From an optimization exercise on the open Yosys and OpenROAD flow, aimed at small area; shortcuts taken in it are not production practice.
Function was checked by simulation only, so behaviour that the tests miss may differ from the original.

$ cat design.v
`timescale 1ns/1ps
module AES_Masked (
  input               io_clk,
  input               io_reset,
  input               io_enable,
  input               io_pt1_valid,
  output              io_pt1_ready,
  input      [31:0]   io_pt1_payload,
  input               io_pt2_valid,
  output              io_pt2_ready,
  input      [31:0]   io_pt2_payload,
  input               io_key1_valid,
  output              io_key1_ready,
  input      [31:0]   io_key1_payload,
  input               io_key2_valid,
  output              io_key2_ready,
  input      [31:0]   io_key2_payload,
  input      [27:0]   io_m,
  output              io_ct1_valid,
  input               io_ct1_ready,
  output     [31:0]   io_ct1_payload,
  output              io_ct2_valid,
  input               io_ct2_ready,
  output     [31:0]   io_ct2_payload,
  output              io_done
);
  localparam S_IDLE = 2'd0;
  localparam S_INIT = 2'd1;
  localparam S_ROUND = 2'd2;
  localparam S_DONE = 2'd3;
  reg  [1:0] fsm;
  reg  [4:0] cnt;
  reg  [3:0] round;
  reg  [127:0] st1, st2, ky1, ky2;
  wire idle  = (fsm == S_IDLE);
  wire init  = (fsm == S_INIT);
  wire rnd   = (fsm == S_ROUND);
  wire done  = (fsm == S_DONE);
  wire lo4   = (cnt < 5'd4);
  assign io_pt1_ready  = init & lo4;
  assign io_key1_ready = init & lo4;
  assign io_pt2_ready  = init & ~lo4;
  assign io_key2_ready = init & ~lo4;
  assign io_ct1_valid  = done & lo4;
  assign io_ct2_valid  = done & ~lo4;
  assign io_done       = done;
  wire take1 = init & lo4 & io_pt1_valid & io_key1_valid;
  wire take2 = init & ~lo4 & io_pt2_valid & io_key2_valid;
  wire last  = (cnt == 5'd7);
  wire ct1_fire = done & lo4 & io_ct1_ready;
  wire ct2_fire = done & ~lo4 & io_ct2_ready;
  assign io_ct1_payload = {st1[7:0], st1[15:8], st1[23:16], st1[31:24]} & {32{ct1_fire}};
  assign io_ct2_payload = {st2[7:0], st2[15:8], st2[23:16], st2[31:24]} & {32{ct2_fire}};
  wire c_lt16 = (cnt < 5'd16);
  wire c_lt20 = (cnt < 5'd20);
  wire c_eq20 = (cnt == 5'd20);
  wire c_lt24 = (cnt < 5'd24);
  wire fka    = (round == 4'd11);    
  wire fin    = (round == 4'd10);    
  wire ph_ch  = rnd & c_lt20;              
  wire ph_sr  = rnd & c_eq20;              
  wire ph_mx  = rnd & ~c_lt20 & ~c_eq20;   
  wire k_ch   = rnd & c_lt16;              
  wire k_sb   = rnd & ~c_lt16 & c_lt20;    
  wire k_rc   = rnd & ~c_lt20 & c_lt24;    
  wire k_x    = k_ch & (cnt < 5'd12) & (round > 4'd1);
  wire ld1    = take1;
  wire ld2    = take2 | (init & last);
  reg short;
  always @(posedge io_clk) if (init & last) short <= ~take2;
  wire dr2 = ct2_fire | (short & ct1_fire & (cnt != 5'd3));
  always @(posedge io_clk or posedge io_reset) begin
    if (io_reset) begin
      fsm   <= S_IDLE;
      cnt   <= 5'd0;
      round <= 4'd1;
    end else begin
      case (fsm)
        S_IDLE: begin
          cnt   <= 5'd0;
          round <= 4'd1;
          if (io_enable) fsm <= S_INIT;
        end
        S_INIT: begin
          if (last) begin
            cnt <= 5'd0;
            fsm <= S_ROUND;
          end else if (take1 | take2) begin
            cnt <= cnt + 5'd1;
          end
        end
        S_ROUND: begin
          if (cnt == 5'd24) begin
            cnt   <= 5'd0;
            round <= round + 4'd1;
          end else if (fka & (cnt == 5'd15)) begin
            cnt <= 5'd0;
            fsm <= S_DONE;
          end else begin
            cnt <= cnt + 5'd1;
          end
        end
        default: begin
          if (cnt == 5'd8) fsm <= S_IDLE;
          if (ct1_fire | ct2_fire) cnt <= cnt + 5'd1;
        end
      endcase
    end
  end
  reg [7:0] rcon;
  always @(*) begin
    case (round)
      4'd1: rcon = 8'h01;
      4'd2: rcon = 8'h02;
      4'd3: rcon = 8'h04;
      4'd4: rcon = 8'h08;
      4'd5: rcon = 8'h10;
      4'd6: rcon = 8'h20;
      4'd7: rcon = 8'h40;
      4'd8: rcon = 8'h80;
      4'd9: rcon = 8'h1b;
      default: rcon = 8'h36;
    endcase
  end
  wire [7:0] rc = c_eq20 ? rcon : 8'h00;
  wire [7:0] ark1 = st1[7:0] ^ ky1[7:0];
  wire [7:0] ark2 = st2[7:0] ^ ky2[7:0];
  wire [7:0] sb_in1 = c_lt16 ? ark1 : ky1[111:104];
  wire [7:0] sb_in2 = c_lt16 ? ark2 : ky2[111:104];
  wire [7:0] sb_out1, sb_out2;
  SBoxMasked sbox (
    .io_clk   (io_clk),
    .io_sbIn0 (sb_in1),
    .io_sbIn1 (sb_in2),
    .io_m     (io_m),
    .io_sbOut0(sb_out1),
    .io_sbOut1(sb_out2)
  );
  wire [31:0] mc1, mc2;
  MixColumns mix1 (.a(st1[31:0]), .b(mc1));
  MixColumns mix2 (.a(st2[31:0]), .b(mc2));
  wire [127:0] st1_n, st2_n, ky1_n, ky2_n;
  StateNext sn1 (
    .s(st1), .tail(fka ? ark1 : sb_out1), .mc(mc1),
    .pl({io_pt1_payload[7:0], io_pt1_payload[15:8], io_pt1_payload[23:16], io_pt1_payload[31:24]}),
    .ph_ch(ph_ch), .ph_sr(ph_sr), .ph_mx(ph_mx), .fin(fin),
    .ld(ld1), .ldv(take1), .dr(ct1_fire), .n(st1_n));
  StateNext sn2 (
    .s(st2), .tail(fka ? ark2 : sb_out2), .mc(mc2),
    .pl({io_pt2_payload[7:0], io_pt2_payload[15:8], io_pt2_payload[23:16], io_pt2_payload[31:24]}),
    .ph_ch(ph_ch), .ph_sr(ph_sr), .ph_mx(ph_mx), .fin(fin),
    .ld(ld2), .ldv(take2), .dr(dr2), .n(st2_n));
  KeyNext kn1 (
    .k(ky1), .sb(sb_out1 ^ rc),
    .pl({io_key1_payload[7:0], io_key1_payload[15:8], io_key1_payload[23:16], io_key1_payload[31:24]}),
    .k_ch(k_ch), .k_sb(k_sb), .k_rc(k_rc), .k_x(k_x),
    .ld(ld1), .ldv(take1), .n(ky1_n));
  KeyNext kn2 (
    .k(ky2), .sb(sb_out2),
    .pl({io_key2_payload[7:0], io_key2_payload[15:8], io_key2_payload[23:16], io_key2_payload[31:24]}),
    .k_ch(k_ch), .k_sb(k_sb), .k_rc(k_rc), .k_x(k_x),
    .ld(ld2), .ldv(take2), .n(ky2_n));
  always @(posedge io_clk) begin
    st1 <= st1_n;
    st2 <= st2_n;
    ky1 <= ky1_n;
    ky2 <= ky2_n;
  end
endmodule
module StateNext (
  input  [127:0] s,
  input  [7:0]   tail,
  input  [31:0]  mc,
  input  [31:0]  pl,
  input          ph_ch,
  input          ph_sr,
  input          ph_mx,
  input          fin,
  input          ld,
  input          ldv,
  input          dr,
  output [127:0] n
);
  wire cs    = ld | ph_mx | dr;    
  wire hold  = ~(ph_ch | ph_sr | cs);
  wire y_pl  = ld & ldv;
  wire y_mc  = ph_mx & ~fin;
  wire y_rot = (ph_mx & fin) | dr;
  genvar i;
  generate
    for (i = 0; i < 16; i = i + 1) begin : g
      localparam integer R = i % 4;
      localparam integer C = i / 4;
      wire [7:0] q  = s[8*i +: 8];
      wire [7:0] ch = (i == 15) ? tail : s[8*((i + 1) % 16) +: 8];
      wire [7:0] y;
      if (C == 3) begin : c3
        assign y = ({8{y_pl}} & pl[8*R +: 8]) | ({8{y_mc}} & mc[8*R +: 8]) |
                   ({8{y_rot | (ph_sr & (R == 1))}} & s[8*R +: 8]);
      end else begin : cx
        assign y = s[8*(i + 4) +: 8];
      end
      if (R == 0) begin : r0
        assign n[8*i +: 8] = ({8{ph_ch}} & ch) | ({8{cs}} & y) | ({8{hold | ph_sr}} & q);
      end else if (R == 1) begin : r1
        assign n[8*i +: 8] = ({8{ph_ch}} & ch) | ({8{cs | ph_sr}} & y) | ({8{hold}} & q);
      end else begin : r23
        wire [7:0] sr = s[8*(4*((C + R) % 4) + R) +: 8];
        assign n[8*i +: 8] = ({8{ph_ch}} & ch) | ({8{ph_sr}} & sr) | ({8{cs}} & y) |
                             ({8{hold}} & q);
      end
    end
  endgenerate
endmodule
module KeyNext (
  input  [127:0] k,
  input  [7:0]   sb,
  input  [31:0]  pl,
  input          k_ch,
  input          k_sb,
  input          k_rc,
  input          k_x,
  input          ld,
  input          ldv,
  output [127:0] n
);
  wire hold = ~(k_ch | k_sb | k_rc | ld);
  wire y_pl = ld & ldv;
  genvar i;
  generate
    for (i = 0; i < 16; i = i + 1) begin : g
      wire [7:0] q = k[8*i +: 8];
      wire [7:0] y = (i >= 12) ? ({8{y_pl}} & pl[8*(i - 12) +: 8]) : k[8*(i + 4) +: 8];
      if (i < 3) begin : c0
        assign n[8*i +: 8] = ({8{k_ch | k_rc}} & k[8*(i + 1) +: 8]) | ({8{ld}} & y) |
                             ({8{hold | k_sb}} & q);
      end else if (i == 3) begin : r3c0
        assign n[8*i +: 8] = ({8{k_ch}} & (k[39:32] ^ ({8{k_x}} & k[7:0]))) |
                             ({8{k_rc}} & (sb ^ k[7:0])) | ({8{ld}} & y) |
                             ({8{hold | k_sb}} & q);
      end else if (i < 12) begin : mid
        assign n[8*i +: 8] = ({8{k_ch}} & k[8*(i + 1) +: 8]) | ({8{ld}} & y) |
                             ({8{hold | k_sb | k_rc}} & q);
      end else if (i < 15) begin : c3
        assign n[8*i +: 8] = ({8{k_ch | k_sb}} & k[8*(i + 1) +: 8]) | ({8{ld}} & y) |
                             ({8{hold | k_rc}} & q);
      end else begin : r3c3
        assign n[8*i +: 8] = ({8{k_ch}} & k[7:0]) | ({8{k_sb}} & k[103:96]) | ({8{ld}} & y) |
                             ({8{hold | k_rc}} & q);
      end
    end
  endgenerate
endmodule
module MixColumns (
  input  [31:0] a,
  output [31:0] b
);
  wire [7:0] a0 = a[7:0], a1 = a[15:8], a2 = a[23:16], a3 = a[31:24];
  wire [7:0] s01 = a0 ^ a1, s12 = a1 ^ a2, s23 = a2 ^ a3, s30 = a3 ^ a0;
  wire [7:0] t = s01 ^ s23;
  function [7:0] xt(input [7:0] v);
    xt = {v[6:0], 1'b0} ^ (v[7] ? 8'h1b : 8'h00);
  endfunction
  assign b[7:0]   = a0 ^ t ^ xt(s01);
  assign b[15:8]  = a1 ^ t ^ xt(s12);
  assign b[23:16] = a2 ^ t ^ xt(s23);
  assign b[31:24] = a3 ^ t ^ xt(s30);
endmodule
module SBoxMasked (
  input          io_clk,
  input  [7:0]   io_sbIn0,
  input  [7:0]   io_sbIn1,
  input  [27:0]  io_m,
  output [7:0]   io_sbOut0,
  output [7:0]   io_sbOut1
);
  function [1:0] g4mul(input [1:0] x, input [1:0] y);
    reg e;
    begin
      e = (x[1] ^ x[0]) & (y[1] ^ y[0]);
      g4mul = {(x[1] & y[1]) ^ e, (x[0] & y[0]) ^ e};
    end
  endfunction
  function [1:0] g4scn(input [1:0] t);
    g4scn = {t[0], t[1] ^ t[0]};
  endfunction
  function [1:0] g4scn2(input [1:0] t);
    g4scn2 = {t[1] ^ t[0], t[1]};
  endfunction
  function [1:0] g4sq(input [1:0] t);
    g4sq = {t[0], t[1]};
  endfunction
  function [3:0] g16mul(input [3:0] x, input [3:0] y);
    reg [1:0] f;
    begin
      f = g4scn(g4mul(x[3:2] ^ x[1:0], y[3:2] ^ y[1:0]));
      g16mul = {g4mul(x[3:2], y[3:2]) ^ f, g4mul(x[1:0], y[1:0]) ^ f};
    end
  endfunction
  function [3:0] g16sqsc(input [3:0] t);
    g16sqsc = {g4sq(t[3:2] ^ t[1:0]), g4scn2(g4sq(t[1:0]))};
  endfunction
  function [7:0] nb(input [7:0] a);
    nb = {a[7] ^ a[6] ^ a[5] ^ a[2] ^ a[1] ^ a[0],
          a[6] ^ a[5] ^ a[4] ^ a[0],
          a[6] ^ a[5] ^ a[1] ^ a[0],
          a[7] ^ a[6] ^ a[5] ^ a[0],
          a[7] ^ a[4] ^ a[3] ^ a[1] ^ a[0],
          a[0],
          a[6] ^ a[5] ^ a[0],
          a[6] ^ a[3] ^ a[2] ^ a[1] ^ a[0]};
  endfunction
  function [7:0] nbi(input [7:0] a);
    nbi = {a[5] ^ a[3],
           a[7] ^ a[3],
           a[6] ^ a[0],
           a[7] ^ a[5] ^ a[3],
           a[7] ^ a[6] ^ a[5] ^ a[4] ^ a[3],
           a[6] ^ a[5] ^ a[3] ^ a[2] ^ a[0],
           a[5] ^ a[4] ^ a[1],
           a[6] ^ a[4] ^ a[1]};
  endfunction
  wire [7:0] x0 = nb(io_sbIn0);
  wire [7:0] x1 = nb(io_sbIn1);
  wire [3:0] mh1 = io_m[27:24];
  wire [3:0] ml1 = io_m[23:20];
  reg  [3:0] a1_0, a1_1, b1_0, b1_1, bs1, w1_0, w1_1;
  wire [3:0] X0 = w1_0 ^ g16mul(a1_0, bs1);
  wire [3:0] X1 = w1_1 ^ g16mul(a1_1, bs1);
  wire [1:0] mh2 = io_m[19:18];
  wire [1:0] ml2 = io_m[17:16];
  reg  [3:0] a2_0, a2_1, b2_0, b2_1;
  reg  [1:0] p2_0, p2_1, q2_0, q2_1, qs2, u2_0, u2_1;
  wire [1:0] e0 = g4sq(u2_0 ^ g4mul(p2_0, qs2));
  wire [1:0] e1 = g4sq(u2_1 ^ g4mul(p2_1, qs2));
  wire [1:0] mh4 = io_m[15:14];
  wire [1:0] ml4 = io_m[13:12];
  wire [1:0] mh5 = io_m[11:10];
  wire [1:0] ml5 = io_m[9:8];
  reg  [3:0] a3_0, a3_1, b3_0, b3_1;
  reg  [1:0] q3_0, q3_1, p3_0, p3_1, es4, es5, z4_0, z4_1, z5_0, z5_1;
  wire [3:0] f0 = {g4mul(q3_0, es4) ^ z4_0, g4mul(p3_0, es5) ^ z5_0};
  wire [3:0] f1 = {g4mul(q3_1, es4) ^ z4_1, g4mul(p3_1, es5) ^ z5_1};
  reg  [3:0] r0, r1, r2, r3, r4, r5, r6, r7;
  always @(posedge io_clk) begin
    a1_0 <= x0[7:4];
    a1_1 <= x1[7:4];
    b1_0 <= x0[3:0];
    b1_1 <= x1[3:0];
    bs1  <= x0[3:0] ^ x1[3:0] ^ mh1;
    w1_0 <= g16sqsc(x0[7:4] ^ x0[3:0]) ^ g16mul(x0[7:4], mh1) ^ ml1;
    w1_1 <= g16sqsc(x1[7:4] ^ x1[3:0]) ^ g16mul(x1[7:4], mh1) ^ ml1;
    a2_0 <= a1_0;
    a2_1 <= a1_1;
    b2_0 <= b1_0;
    b2_1 <= b1_1;
    p2_0 <= X0[3:2];
    p2_1 <= X1[3:2];
    q2_0 <= X0[1:0];
    q2_1 <= X1[1:0];
    qs2  <= X0[1:0] ^ X1[1:0] ^ mh2;
    u2_0 <= g4scn(g4sq(X0[3:2] ^ X0[1:0])) ^ g4mul(X0[3:2], mh2) ^ ml2;
    u2_1 <= g4scn(g4sq(X1[3:2] ^ X1[1:0])) ^ g4mul(X1[3:2], mh2) ^ ml2;
    a3_0 <= a2_0;
    a3_1 <= a2_1;
    b3_0 <= b2_0;
    b3_1 <= b2_1;
    q3_0 <= q2_0;
    q3_1 <= q2_1;
    p3_0 <= p2_0;
    p3_1 <= p2_1;
    es4  <= e0 ^ e1 ^ mh4;
    es5  <= e0 ^ e1 ^ mh5;
    z4_0 <= g4mul(q2_0, mh4) ^ ml4;
    z4_1 <= g4mul(q2_1, mh4) ^ ml4;
    z5_0 <= g4mul(p2_0, mh5) ^ ml5;
    z5_1 <= g4mul(p2_1, mh5) ^ ml5;
    r0 <= g16mul(b3_0, f0);
    r1 <= g16mul(b3_0, f1) ^ io_m[7:4];
    r2 <= g16mul(b3_1, f0) ^ io_m[7:4];
    r3 <= g16mul(b3_1, f1);
    r4 <= g16mul(a3_0, f0);
    r5 <= g16mul(a3_0, f1) ^ io_m[3:0];
    r6 <= g16mul(a3_1, f0) ^ io_m[3:0];
    r7 <= g16mul(a3_1, f1);
  end
  assign io_sbOut0 = nbi({r0 ^ r1, r4 ^ r5}) ^ 8'h63;
  assign io_sbOut1 = nbi({r2 ^ r3, r6 ^ r7});
endmodule
$ cat flow/run.sh
#!/bin/bash
# Layout flow: the standard ORFS flow (standard.sh) with three changes:
#  - synthesis is the standard flow's own script except that ABC maps for area
#    (flow/synth.tcl, flow/area.abc); registers are untouched,
#  - port buffers are the smallest buffer cell,
#  - a lighter clock tree (smaller buffers, no dummy loads).
# Each step's full output goes to the ORFS logs under orfs/logs/; make's own
# output goes to flow_make.log here.
set -euo pipefail
cd "$(dirname "$0")/.."
export MY_ABC_SCRIPT="$PWD/flow/area.abc"
bash standard.sh \
  "SYNTH_SCRIPT=$PWD/flow/synth.tcl" \
  "BUFFER_PORTS_ARGS=-buffer_cell sky130_fd_sc_hd__buf_1" \
  "CTS_ARGS=-sink_clustering_enable -repair_clock_nets -dont_use_dummy_load -buf_list {sky130_fd_sc_hd__clkbuf_8} -sink_clustering_size 24 -sink_clustering_max_diameter 55" \
  finish > flow_make.log 2>&1
$ cat flow/area.abc
&get -n
&st
&dch -f
&nf -R 1000 -C 32 -F 8 -p -a
&put
$ cat flow/synth.tcl
# synth_recipe.tcl (the standard synthesis) with one change: ABC maps the
# combinational logic with an area-oriented script (flow/area.abc).
proc synth {args} { yosys synth -nofsm -noshare {*}$args }
proc abc {args} {
  set i [lsearch -exact $args -script]
  if { $i >= 0 } {
    set args [lreplace $args [expr {$i + 1}] [expr {$i + 1}] $::env(MY_ABC_SCRIPT)]
  }
  yosys abc {*}$args
}
source $::env(SCRIPTS_DIR)/synth.tcl
# left out here: clear keep_hierarchy, flatten, clean up, hide names made inside functions, write 1_2_yosys.v
$ cat standard.sh
#!/bin/bash
# synth_recipe.tcl (not shown) runs the flow's synth.tcl, then flattens the netlist and writes it again
# the make line also repeats each setting of config.mk as NAME=value (left out here)
make -C /OpenROAD-flow-scripts/flow DESIGN_CONFIG=/design/flow/config.mk WORK_HOME=/design/flow/orfs CLKGATE_MAP_FILE= SYNTH_SCRIPT=/design/flow/synth_recipe.tcl "${@:-finish}"
$ cat config.mk
export PLATFORM = sky130hd
export DESIGN_NAME = AES_Masked
export DESIGN_NICKNAME = AES_Masked
export VERILOG_FILES = /design/flow/design.v
export SDC_FILE = /design/flow/constraint.sdc
export NUM_CORES = 4
export LEC_CHECK = 0
export CAP_MARGIN = 20
export CORE_MARGIN = 2
export CORE_UTILIZATION = 40
export SLEW_MARGIN = 20
$ cat constraint.sdc
create_clock -name core_clock -period 6.0 [get_ports {io_clk}]
set_input_delay 1.2000 -clock core_clock [delete_from_list [all_inputs] [get_ports {io_clk}]]
set_output_delay 1.2000 -clock core_clock [all_outputs]
set_load 0.01 [all_outputs]
==> results of run 1 <==
metal layers:
| layer | up-vias | track usage, % | share of wire [%] |
|---|---|---|---|
| met5 | - | 0 | 0 |
| met4 | 0 | 7.17 | 2.8 |
| met3 | 126 | 2.78 | 6.6 |
| met2 | 883 | 33.2 | 46 |
| met1 | 11900 | 29.5 | 45 |
| li1 | 11800 | - | - |
worst max path at each step:
stage / from / endpoint
2_1_floorplan: io_pt2_valid / st2[103]
3_3_place_gp: cnt[4] / st1[113]
3_5_place_dp: cnt[4] / st1[113]
4_1_cts: cnt[4] / st1[113]
5_1_grt: cnt[4] / st1[121]
6_report: cnt[4] / st1[113]
kinds of logic (layout without fill, tap and decap cells):
kind of cell / after synthesis / in the layout / synth area share, %
other: 0 / 2 / 0
buffers and inverters: 292 / 618 / 3.77
flip-flops: 650 / 650 / 44.6
XOR/XNOR: 668 / 668 / 20.0
AND/OR/NAND/NOR: 744 / 744 / 10.6
AO/OA/AOI/OAI: 641 / 641 / 20.1
adder cells (fa/ha/maj): 14 / 14 / 0.598
multiplexers: 8 / 8 / 0.273
layout make-up:
cell class / instances / share of cell area (%)
Timing Repair Buffer: 270 / 3.57
Multi-Input combinational cell: 2075 / 46.8
Clock buffer: 58 / 2.45
Sequential cell: 650 / 40.2
Antenna cell: 2 / 0.0154
Tap cell: 959 / 3.69
Inverter: 290 / 3.34
cell usage in the layout (no fill, tap or decap), drive strengths merged, types with 3 or more instances in the layout:
cell type  netlist  layout
dfxtp          638     638
nand2          539     539
xnor2          489     489
a222oi         487     487
clkinv         290     290
buf              2     270
xor2           179     179
a22oi           73      73
nor2            73      73
and3            68      68
clkbuf           0      58
o21ai           37      37
a21oi           23      23
nand3           16      16
ha              14      14
and2            11      11
dfrtp           10      10
or2             10      10
nand2b           9       9
mux2i            8       8
a32oi            6       6
nor2b            6       6
nand3b           5       5
o31ai            3       3
flip-flops by register name (all words and copies together) (netlist names), 5 cells and up:
register,count
st1,128
cnt,5
st2,128
ky1,128
ky2,128
cell usage after synthesis, drive strengths merged, types with 2 or more instances:
library cell  instances
a21oi                23
a221oi                2
a222oi              487
a22o                  2
a22oi                73
a32oi                 6
and2                 11
and3                 68
buf                   2
clkinv              290
dfrtp                10
dfxtp               638
ha                   14
mux2i                 8
nand2               539
nand2b                9
nand3                16
nand3b                5
nor2                 73
nor2b                 6
nor3                  2
o211ai                2
o21ai                37
o22ai                 2
o31ai                 3
or2                  10
xnor2               489
xor2                179
==> impl_metrics.csv, run 1 <==
group,metric,value,unit
worst_setup_path,crit_family,"buffers and inverters",
global_routing,antenna_found_initial,3,
global_routing,grt_use_total,21.0,%
clocking,clock_sinks,650,
finish,fin_util,44.8,%
yosys,synth-seq-cells,650,
global_routing,grt_max_degree,110,
yosys,ys_types,39,
yosys,synthFlopType,"dfxtp_1",
global_routing,grt_pass1_wl,129000,um
worst_hold_path,min_from,"sbox.a2_1[3]",
floorplanning,pin_count,236,
finish,drive_gt1_share,3.44,%
yosys,ys_seq_area_share,44.6,%
sta,setup_slack,1.53,ns
yosys,synth.top_cell.area_share,43.6,%
finish,multiInputGateArea,15200,sq um
yosys,netlist_area,29300,sq um
floorplanning,die_area,75400,sq um
status,status,"complete, no violations",
worst_setup_path,r2r-end,"st1[113]",
clocking,clockBufferDepth,3,
worst_setup_path,crit_fanout,96,
yosys,synth_fp_nets,3196,
sta,rsz0062_at_grt,"false",
sta,hold_violations,0,
sta,fin_tns_setup,0,ns
routing,ant_nets,0,
worst_setup_path,crit_required,6.55,ns
worst_setup_path,end_kind,"flip-flop",
yosys,synth_warnings,3,
yosys,syn_area_per_cell,9.71,sq um
clocking,cts_max_level,2,
routing,vias,24700,
clocking,cts_tree,"done",
flow_run,maxCapViolCount,0,
sta,maxSlewViolCount,0,
finish,num-nets-final,3524,
global_routing,grt_pass1_vias,22400,
worst_setup_path,startpoint_type,"flip-flop",
placed_design,post-place-ws,1.57,ns
clocking,cts_hold_buf,0,
sta,timing.hold.ws,0.324,ns
worst_hold_path,min_to,"sbox.a3_1[3]",
yosys,synthArstFlopShare,1.69,%
routing,wl_per_cell,19.3,um
worst_setup_path,r2r_setup_slack,1.53,ns
sta,fin_crit,4.47,ns
worst_hold_path,hp-class,"flip-flop to flip-flop",
sta,post-route-period-util,74.5,%
worst_setup_path,timing.rr.start,"cnt[4]",
finish,n_fill_cell,7015,
yosys,synth-edff-count,1,
floorplanning,rows,99,
clocking,clk_pin_slew,0.10,ns
placed_design,place_hpwl,56900,um
floorplanning,die_x,275,um
sta,finalSetupViolCount,0,
clocking,cts_resized,0,
yosys,synth_top_cell_by_area,"dfxtp_1",
sta,tightestPinTransition,1.11,ns
finish,area_delta_synth_final,11.1,%
floorplanning,core_area,72700,sq um
finish,fin_area,32600,sq um
worst_hold_path,hold_depth,0,
worst_setup_path,slowest_delay,0.72,ns
routing,vias_per_cell,5.74,
worst_setup_path,crit_path_top_delay_cell,"buf_4",
clocking,clock_latency,0.74,ns
routing,drcViolationCount,0,
yosys,synthCells,3017,
sta,relSlewSlack,23.8,%
sta,finalClockSkew,0.117,ns
finish,seqCellArea,13100,sq um
global_routing,overflow,0,
worst_setup_path,rr_worst_depth,12,
sta,fmax,224,MHz
clocking,cts_buffers,58,
worst_setup_path,path_cells,"buf_4 -> nor3_2 -> and2_0 -> and3_4 -> buf_4 -> nand3b_1 -> or2_1 -> buf_4 -> nor2_4 -> buf_4 -> a222oi_1 -> nand2_1",
routing,wl,83000,um
worst_setup_path,worst-path-buf-inv,4,
placed_design,place_inst,4244,
worst_setup_path,critPathKind,"flip-flop to flip-flop",
floorplanning,die_y,275,um
placed_design,port_buffers,235,
routing,drtIter0Drc,4169,
routing,first_pass_iters,15,
yosys,synth_area_leaders,"dfxtp_1 44%, a222oi_1 17%, xnor2_1 15%, nand2_1 6.9%, xor2_1 5.4%",
finish,finalNonFillerCells,4304,
worst_setup_path,cp.depth,12,
clocking,cts_setup_buffers,0,
worst_setup_path,cp_common_cell,"buf_4",
placed_design,place.gp.congestion,0.882,
clocking,cts-root-buf,"clkbuf_8",
placed_design,placed_area,31700,sq um
worst_setup_path,cp.arrival,5.02,ns
floorplanning,initial_core_util,40.3,%
==> inputs of run 2 (changes only) <==
--- a/design.v
+++ b/design.v
@@ -237,4 +237,4 @@
       end else if (i == 3) begin : r3c0
-        assign n[8*i +: 8] = ({8{k_ch}} & (k[39:32] ^ ({8{k_x}} & k[7:0]))) |
-                             ({8{k_rc}} & (sb ^ k[7:0])) | ({8{ld}} & y) |
+        assign n[8*i +: 8] = ((({8{k_ch}} & k[39:32]) | ({8{k_rc}} & sb)) ^
+                              ({8{k_x | k_rc}} & k[7:0])) | ({8{ld}} & y) |
                              ({8{hold | k_sb}} & q);
--- a/flow/run.sh
+++ b/flow/run.sh
@@ -14,3 +14,3 @@
   "BUFFER_PORTS_ARGS=-buffer_cell sky130_fd_sc_hd__buf_1" \
-  "CTS_ARGS=-sink_clustering_enable -repair_clock_nets -dont_use_dummy_load -buf_list {sky130_fd_sc_hd__clkbuf_8} -sink_clustering_size 24 -sink_clustering_max_diameter 55" \
+  "CTS_ARGS=-sink_clustering_enable -repair_clock_nets -dont_use_dummy_load -buf_list {sky130_fd_sc_hd__clkbuf_8} -sink_clustering_size 20 -sink_clustering_max_diameter 50" \
   finish > flow_make.log 2>&1
==> run 2 against run 1 <==
Critical path type unchanged. First-iteration DRC count down 6.9%. Sequential cell count unchanged. Setup slack better by 0.36 ns. Final cell count up 0.39%. Final area up 0.24%. Via count up 0.48%.
==> impl_metrics.csv, run 2 <==
group,metric,value,unit
finish,layout_commonest_cell,"dfxtp_1",
clocking,clockBufferDepth,3,
finish,fin_area,32600,sq um
finish,n_fill_cell,7172,
finish,layout_common_cells,"638 x dfxtp_1, 533 x nand2_1, 472 x xnor2_1",
worst_setup_path,critPathKind,"flip-flop to flip-flop",
sta,post-route-period-util,68.5,%
clocking,cts_tree,"done",
clocking,cts_setup_buffers,0,
placed_design,place_hpwl,58100,um
global_routing,grt_use_total,21.8,%
floorplanning,core_area,72600,sq um
placed_design,place.gp.congestion,0.878,
clocking,cts_hold_buf,0,
clocking,cts_buffers,70,
routing,vias_per_cell,5.74,
worst_setup_path,rr_worst_depth,10,
sta,tightestPinTransition,1.15,ns
floorplanning,pin_count,236,
worst_hold_path,hp-class,"flip-flop to flip-flop",
global_routing,grt_pass1_vias,23000,
routing,ant_nets,0,
sta,fin_tns_setup,0,ns
worst_setup_path,crit_fanout,69,
sta,finalSetupViolCount,0,
worst_hold_path,hold_depth,0,
floorplanning,initial_core_util,40.2,%
routing,first_pass_iters,12,
sta,finalClockSkew,0.104,ns
routing,met1_length,37500,um
yosys,netlist_area,29200,sq um
finish,num-nets-final,3542,
global_routing,grt_max_degree,98,
yosys,synth_fp_nets,3199,
placed_design,placed_area,31700,sq um
worst_setup_path,startpoint_type,"flip-flop",
yosys,synthArstFlopShare,1.69,%
yosys,synthCells,3020,
placed_design,port_buffers,235,
worst_setup_path,cp.arrival,4.61,ns
routing,drtIter0Drc,3881,
floorplanning,die_y,274,um
yosys,synth-edff-count,1,
sta,fin_crit,4.11,ns
clocking,clock_sinks,650,
sta,maxSlewViolCount,0,
yosys,synth-seq-cells,650,
yosys,synth_warnings,3,
sta,fmax,243,MHz
flow_run,maxCapViolCount,0,
routing,wl,84600,um
worst_setup_path,crit_required,6.50,ns
floorplanning,die_area,75200,sq um
routing,top_layer_used,"met5",
floorplanning,rows,99,
status,status,"complete, no violations",
floorplanning,die_x,274,um
finish,drive_gt1_share,3.87,%
yosys,ys_types,41,
routing,wl_per_cell,19.6,um
finish,area_delta_synth_final,11.8,%
global_routing,overflow,0,
clocking,clock_latency,0.72,ns
clocking,clk_pin_slew,0.10,ns
yosys,synthFlopType,"dfxtp_1",
sta,timing.hold.ws,0.323,ns
yosys,ys_seq_area_share,44.8,%
global_routing,grt_pass1_wl,132000,um
finish,seqCellArea,13100,sq um
routing,wl_met3,5860,um
yosys,synth.top_cell.area_share,43.8,%
yosys,syn_area_per_cell,9.67,sq um
sta,relSlewSlack,23.0,%
sta,hold_violations,0,
yosys,synth_area_leaders,"dfxtp_1 44%, a222oi_1 16%, xnor2_1 14%, nand2_1 6.9%, xor2_1 5.0%",
sta,rsz0062_at_grt,"false",
clocking,cts_max_level,3,
clocking,cts_resized,0,
routing,vias,24800,
global_routing,antenna_found_initial,3,
yosys,synth_most_common_cell,"dfxtp_1",
yosys,synth_commonest_cells,"638 x dfxtp_1, 533 x nand2_1, 472 x xnor2_1",
routing,drcViolationCount,0,
yosys,synth_top_cell_by_area,"dfxtp_1",
clocking,cts-root-buf,"clkbuf_8",
finish,multiInputGateArea,15100,sq um
routing,dr_wl_met2,38900,um
worst_setup_path,end_kind,"flip-flop",
[run 2: cell count changes after synthesis, sizes merged, moves of 2 or more]
cell and delta:
a21oi +37, a221oi +2, mux2i -3, xor2 -13, nor2 +5, a221o +3
o21ai -14, o211ai +2, a222oi -18, a32oi +13, a22oi +10, nand2 -6
xnor2 -17
[run 2: cell type report]
class	instances	share of cell area, %
well taps	959	3.68
flip-flops and latches	650	40.1
multi-input cells	2078	46.3
diodes	1	0.00767
repair buffers	273	3.62
inverters	290	3.34
clock buffers	70	2.95
[run 2: final timing paths]
kind / from / end / slack, ns
max: cnt[4] / st2[68] / 1.89
min: sbox.a2_0[0] / sbox.a3_0[0] / 0.32
max reg2reg: cnt[4] / st2[68] / 1.89
min reg2reg: sbox.a2_0[0] / sbox.a3_0[0] / 0.32
max in group asynchronous: io_reset / round[0] / 5.16
min in group asynchronous: io_reset / round[3] / 0.50
[run 2: through the flow]
step                      worst slack [ns]  std cells  utilization [%]
after floorplan                      -2.20       3020                -
after global placement                2.04       4250             43.6
after detailed placement              1.92       4250             43.6
after CTS                             1.93       4320             45.0
after global routing                  1.61       4321             45.0
final                                 1.89       4321             45.0
[run 2: routing by layer]
layer | vias to the layer above | global-route usage [%]
met3 | 128 | 3.43
met2 | 894 | 34.6
met4 | 4 | 7.65
met1 | 11900 | 29.9
li1 | 11900 | -
met5 | - | 0
[run 2: cell families after synthesis]
logic type	Yosys count	synth area share (%)
xor+xnor	638	19.1
fa+ha+maj	14	0.600
compound gates	676	20.8
mux	5	0.171
buf+inv	292	3.78
flops	650	44.8
simple gates	745	10.7
[run 2: critical path, stage by stage (launching register included)]
cell	delay [ns]
dfrtp_2	0.82
nand4b_1	0.18
nor2_1	0.52
and2_4	0.73
or2_1	0.19
buf_4	0.35
nor2_4	0.19
or2_1	0.29
buf_4	0.25
a222oi_1	0.30
clkinv_1	0.10

==> static timing again, ports no longer ideal <==
The results above use ideal ports. As a check the final layouts listed here were re-extracted and re-timed, cells and wires unchanged.
Step 1, drivers: a clkbuf_16 drives io_clk and a buf_2 each remaining input, both assumed.
Step 2 also shifts input and output timing later by t, the mid clock arrival at the registers, as if the neighbouring blocks saw the same clock.
a / b / c = no drivers / after step 1 / after step 2; a / b = the first two.
run	shift t [ns]	setup WS [ns]	slew at the worst register clock pin (ns)
run 1	0.733	1.530 / 1.518 / 1.530	0.12 / 0.12
run 2	0.724	1.891 / 1.891 / 1.891	0.12 / 0.12
After both steps every run listed still meets setup and hold.
